From an optimization exercise on the open Yosys and OpenROAD flow, aimed at small area, a short achievable clock period and few clock cycles per item; shortcuts taken in it are not production practice.
The RTL was checked by simulation tests, not by an equivalence proof against the original design.
Power is estimated from default activity; no workload was simulated.

## ecsm_processor
module ecsm_processor(clk, rst, en_ecsm, done_ecsm, addr, doutb, dina, wea);
Size in the first run: ~4,500 cells after synthesis, about 31,000 µm² of cells after synthesis.
Settings: LEC_CHECK=0, ABC_AREA=1, CAP_MARGIN=20, CORE_MARGIN=2, CORE_UTILIZATION=40, SLEW_MARGIN=20; clock period 10.0 ns.
run.sh (not shown) runs the stock make flow with config.mk's settings and CLKGATE_MAP_FILE= SYNTH_SCRIPT=/design/flow/synth_recipe.tcl, a recipe that flattens the netlist after the stock synthesis.
Testbench counts at the start, summed over its fixed seeds: cycles 9,902,116, items 12.
Change:
Settings changed: ABC_AREA 1 to unset.
The new run completed without violations.
Critical path depth shrinks by 5.
Flip-flop and latch count stays the same.
Wire length shrinks by 1.9%.
Worst hold slack gets worse by 17 ps.
Final cell count shrinks by 9.9%.
Via count shrinks by 4.3%.
Die area grows by 1.9%.
Design area grows by 1.3%.

* * *

== P ==
Another version of the RTL of ecsm_processor (not shown whole).
Size: ~5100 cells after synthesis, about 420 flip-flops, roughly 33000 µm² of cells after synthesis.
Settings: LEC_CHECK=0, ABC_AREA=1, CAP_MARGIN=20, CORE_MARGIN=2, CORE_UTILIZATION=40, SETUP_SLACK_MARGIN=5, SLEW_MARGIN=20; clock period 10.0 ns.
standard.sh (not shown) runs the stock make flow with config.mk's settings and CLKGATE_MAP_FILE= SYNTH_SCRIPT=/design/flow/synth_recipe.tcl, a recipe that flattens the netlist after the stock synthesis.
==> flow/flow/run.sh <==
#!/bin/bash
set -euo pipefail
sed -e 's/SETUP_SLACK_MARGIN=5/SETUP_SLACK_MARGIN=6 BUFFER_PORTS_ARGS="-buffer_cell sky130_fd_sc_hd__buf_4"/' standard.sh > standard_mod.sh
grep -q 'SETUP_SLACK_MARGIN=6' standard_mod.sh
bash standard_mod.sh > standard.log 2>&1
Testbench counts of P, summed over its fixed seeds: cycles 8,085,985, items 12.
The inputs of Q differ from those of P as listed below.
- an added CTS_BUF_LIST of sky130_fd_sc_hd__clkbuf_4 sky130_fd_sc_hd__clkbuf_8
--- outcome ---
- Average wire length per cell after detail routing of Q falls short of that of P slightly.
- Taking P as the reference, in Q first-pass GRT wire length climbed 2.6 mm; data arrival time of the critical path higher.
- Clock slew at the register clock pins of the worst setup and hold paths essentially unchanged between P and Q.
- Lower final routed wirelength across all metal layers goes to P over Q.
- Q ends up with a final worst-path cycle share that is 0.92 points lower than in P.
### Q -> R
- removing CTS_BUF_LIST (formerly sky130_fd_sc_hd__clkbuf_4 sky130_fd_sc_hd__clkbuf_8)
==> flow/flow/run.sh <==
#!/bin/bash
set -euo pipefail
sed -e 's/SETUP_SLACK_MARGIN=5/SETUP_SLACK_MARGIN=5 BUFFER_PORTS_ARGS="-buffer_cell sky130_fd_sc_hd__buf_4"/' standard.sh > standard_mod.sh
grep -q 'BUFFER_PORTS_ARGS' standard_mod.sh
bash standard_mod.sh > standard.log 2>&1
==> comparison <==
R improves on Q in clock skew.
[compare] base=Q new=R: power now sits lower, switching fraction of total power now sits at about the same level, post-synthesis compound-gate area fraction now sits at about the same level.
Of Q and R, the lower final cell count belongs to R.
In R, total setup buffers inserted after CTS is lower than in Q.
What S does differently from R at the input level:
- CTS_BUF_LIST: unset -> sky130_fd_sc_hd__clkbuf_4 sky130_fd_sc_hd__clkbuf_8
Notes after the runs:
- Maximum cell stage delay along the critical path, R and S: larger value in R
- In the tables for R and S, share of the clock period used by the worst path after layout reads lower with S.
- Between R and S, the clock group share of total power is lower for S.

* * *

Another version of the RTL of ecsm_processor (not shown whole).
For scale: ~5,400 cells after synthesis, ~430 flip-flops, roughly 45 I/O pins.
==> flow/design.v (excerpt) <==
module ecsm_processor(clk, rst, en_ecsm, done_ecsm, addr, doutb, dina, wea);
export LEC_CHECK = 0
export ABC_AREA = 1
export CAP_MARGIN = 20
export CORE_MARGIN = 2
export CORE_UTILIZATION = 40
export CTS_BUF_LIST = sky130_fd_sc_hd__clkbuf_4 sky130_fd_sc_hd__clkbuf_8
export SETUP_SLACK_MARGIN = 5
export SLEW_MARGIN = 20
create_clock -name core_clock -period 10.0 [get_ports {clk}]
==> flow/flow/run.sh <==
#!/bin/bash
set -euo pipefail
sed -e 's/SETUP_SLACK_MARGIN=5/SETUP_SLACK_MARGIN=5.5 BUFFER_PORTS_ARGS="-buffer_cell sky130_fd_sc_hd__buf_4"/' standard.sh > standard_mod.sh
grep -q 'SETUP_SLACK_MARGIN=5.5' standard_mod.sh
bash standard_mod.sh > standard.log 2>&1
The baseline completed without violations.
Testbench counts at the start, summed over its fixed seeds: cycles 8,085,985, items 12.
Rerun with:
==> flow/flow/run.sh (replaced) <==
#!/bin/bash
set -euo pipefail
sed -e 's/SETUP_SLACK_MARGIN=5/SETUP_SLACK_MARGIN=6 BUFFER_PORTS_ARGS="-buffer_cell sky130_fd_sc_hd__buf_4"/' standard.sh > standard_mod.sh
grep -q 'SETUP_SLACK_MARGIN=6' standard_mod.sh
bash standard_mod.sh > standard.log 2>&1
The changed run passed the timing, DRC and antenna checks; cell area grows by 1.8%; synthesized cell count is unchanged; sequential share of layout area shrinks by 0.39 points; core utilization grows by 0.79 points; power grows by 1.7%; worst setup slack got worse by 29 ps; routed wire length shrinks by 0.34%; critical path depth grows by 26; flip-flop and latch count stays the same.

re-timing with driven ports:
The results above use ideal ports. As a check the final layouts listed here were re-extracted and re-timed, cells and wires unchanged. Step 1 sets driving cells, clkbuf_16 on the clock port and buf_2 on the other inputs (assumed; they add their load-dependent delay and slew). Step 2, shift: input delay + t, output delay - t, t = (earliest + latest rising clock arrival at the registers) / 2. This alone moves slack from input paths to output paths. Three values: ideal ports, drivers, drivers and shift; two values: the first two.
| run | t (ns) | slack for setup (ns) | worst setup path at the end |
|---|---|---|---|
| the first run of note 1 | 0.661 | 4.300 / 4.342 / 3.681 | input to register |
| the second run of note 1 | 0.656 | 3.450 / 3.488 / 2.832 | input to register |
| P | 0.699 | 5.618 / 5.618 / 5.412 | input to register |
| Q | 0.741 | 5.711 / 5.711 / 5.354 | input to register |
| R | 0.695 | 5.375 / 5.375 / 5.039 | input to register |
| S | 0.728 | 5.405 / 5.405 / 5.060 | input to register |
| the first run of note 3 | 0.768 | 5.676 / 5.609 / 5.082 | input to register |
| the second run of note 3 | 0.755 | 5.647 / 5.647 / 5.299 | input to register |
After both steps setup and hold are still met in every run listed. For the first run of note 1, which loses most, drivers alone change the setup slack by +0.042 ns; drivers and shift together by -0.619 ns.
